This is an optimization exercise on Yosys and OpenROAD, whose aim is small area, not a production implementation. Only simulation tests tie the RTL to the original design; equivalence was not proved.

// dct2d_top
module dct2d_top (clk, rst_n, pix_row, coef_row);
  input clk, rst_n;
  input  [63:0] pix_row;
  output [95:0] coef_row;
  wire [2:0]  ph;           
  wire [63:0] DCT1_out;
  wire [63:0] DCT2_in;
  wire [95:0] DCT2_out;
  wire [71:0] TP2_out;
  counter1 cnt(ph, clk, rst_n);
  wire [7:0] col_sel = 8'b1 << ph;                  
  wire [7:0] row_sel = 8'b1 << (ph + 3'd2);         
  reg [63:0] pix_q;        
  always @(posedge clk)
    pix_q <= pix_row;
  DCT_1D DCT1(pix_q, DCT1_out);
  TPmem_1 #(.D(13)) TP1(.i_clk(clk), .i_sel(col_sel), .i_data(DCT1_out[63:16]), .o_data(DCT2_in));
  DCT_2D DCT2(DCT2_in, DCT2_out, col_sel[0], col_sel[1]);
  TPmem_2 TP2(.i_clk(clk), .i_sel(row_sel), .i_data(DCT2_out[95:24]), .o_data(TP2_out));
  assign coef_row = {TP2_out, 24'b0};
endmodule
make LEC_CHECK=0 CAP_MARGIN=20 CORE_MARGIN=2 CORE_UTILIZATION=60 SLEW_MARGIN=20 finish   # period 12.0 ns
run.sh (not shown) runs the stock make flow with config.mk's settings and CLKGATE_MAP_FILE= SYNTH_SCRIPT=/design/flow/synth_recipe.tcl, a recipe that flattens the netlist after the stock synthesis.
Rerun with:
--- a/flow/config.mk
+++ b/flow/config.mk
@@ -9,3 +9,5 @@
 export CORE_MARGIN = 2
-export CORE_UTILIZATION = 60
+export CORE_UTILIZATION = 75
+export CTS_CLUSTER_DIAMETER = 80
+export CTS_CLUSTER_SIZE = 35
 export SLEW_MARGIN = 20
Result:
- With this change the flow finished with antenna rules left
- count of clock-buffer cells in the layout decreases by 141
- core utilization rose by 13 points

---

rev 12:
dct2d_top again, from the RTL that the note above started with.
## dct2d_top
module dct2d_top (clk, rst_n, pix_row, coef_row);
  input clk, rst_n;
  input  [63:0] pix_row;
  output [95:0] coef_row;
  wire [2:0]  ph;           
  wire [63:0] DCT1_out;
  wire [63:0] DCT2_in;
  wire [95:0] DCT2_out;
  wire [71:0] TP2_out;
  counter1 cnt(ph, clk, rst_n);
  wire [7:0] col_sel = 8'b1 << ph;                  
  wire [7:0] row_sel = 8'b1 << (ph + 3'd2);         
  reg [63:0] pix_q;        
  always @(posedge clk)
    pix_q <= pix_row;
  DCT_1D DCT1(pix_q, DCT1_out);
  TPmem_1 #(.D(13)) TP1(.i_clk(clk), .i_sel(col_sel), .i_data(DCT1_out[63:16]), .o_data(DCT2_in));
  DCT_2D DCT2(DCT2_in, DCT2_out, col_sel[0], col_sel[1]);
  TPmem_2 TP2(.i_clk(clk), .i_sel(row_sel), .i_data(DCT2_out[95:24]), .o_data(TP2_out));
  assign coef_row = {TP2_out, 24'b0};
endmodule
make LEC_CHECK=0 CAP_MARGIN=20 CORE_MARGIN=2 CORE_UTILIZATION=70 CTS_CLUSTER_DIAMETER=100 CTS_CLUSTER_SIZE=30 SLEW_MARGIN=20 finish   # period 12.0 ns
Rev 12 ended with every stage complete and zero timing, DRC or antenna violations.
diff inputs: rev 12 => rev 13
# rev 12
export LEC_CHECK = 0
export CAP_MARGIN = 20
export CORE_MARGIN = 2
export CORE_UTILIZATION = 70
export CTS_CLUSTER_DIAMETER = 100
export CTS_CLUSTER_SIZE = 30
export SLEW_MARGIN = 20
create_clock -name core_clock -period 12.0 [get_ports {clk}]
# rev 13
export LEC_CHECK = 0
export CAP_MARGIN = 20
export CORE_MARGIN = 2
export CORE_UTILIZATION = 40
export SLEW_MARGIN = 20
create_clock -name core_clock -period 12.0 [get_ports {clk}]
## What came out
- Rev 13 — worst clock skew on the final layout 0.0043 ns lower, rev 12 as reference
- The overall via count from detail_route of rev 13 is higher than that of rev 12.
- Startpoint of the worst setup timing path: pix_q[0] -> rev 12, cnt.count[2] -> rev 13
- Rev 13 against rev 12: instance count on the critical path shrank by 2; core utilization shrank by 30 points.
- Relative to rev 12, the cell area of rev 13 is higher by 6.5%.
- Per the comparison of rev 13 with rev 12, met1 routed wirelength after detailed routing went up, worst hold slack went up.

==> separate check: timing with driven ports <==
How much do the figures lean on ideal ports? The routed layouts below were timed once more, with nothing changed but the port constraints. Step 1: set_driving_cell puts a clkbuf_16 on clk and a buf_2 on each other input, an assumption about the parent block. Step 2 moves the port delays by t, midway between the first and last clock arrival at a register: inputs arrive t later, outputs are due t later. That takes back most of the time a late clock gives input paths. Three values: ideal ports, drivers, drivers and shift; two values: the first two.
run	t (ns)	slack for setup (ns)	clock arrival spread, ns	worst slew at a driven data input, ns	cell pins on the clock port's net
the first run of note 1	0.795	0.524 / 0.524 / 0.524	0.034 / 0.034	0.09	1
the second run of note 1	0.713	0.478 / 0.478 / 0.478	0.069 / 0.069	0.07	1
rev 12	0.732	0.513 / 0.513 / 0.513	0.057 / 0.056	0.07	1
rev 13	0.808	0.496 / 0.496 / 0.496	0.052 / 0.052	0.06	1
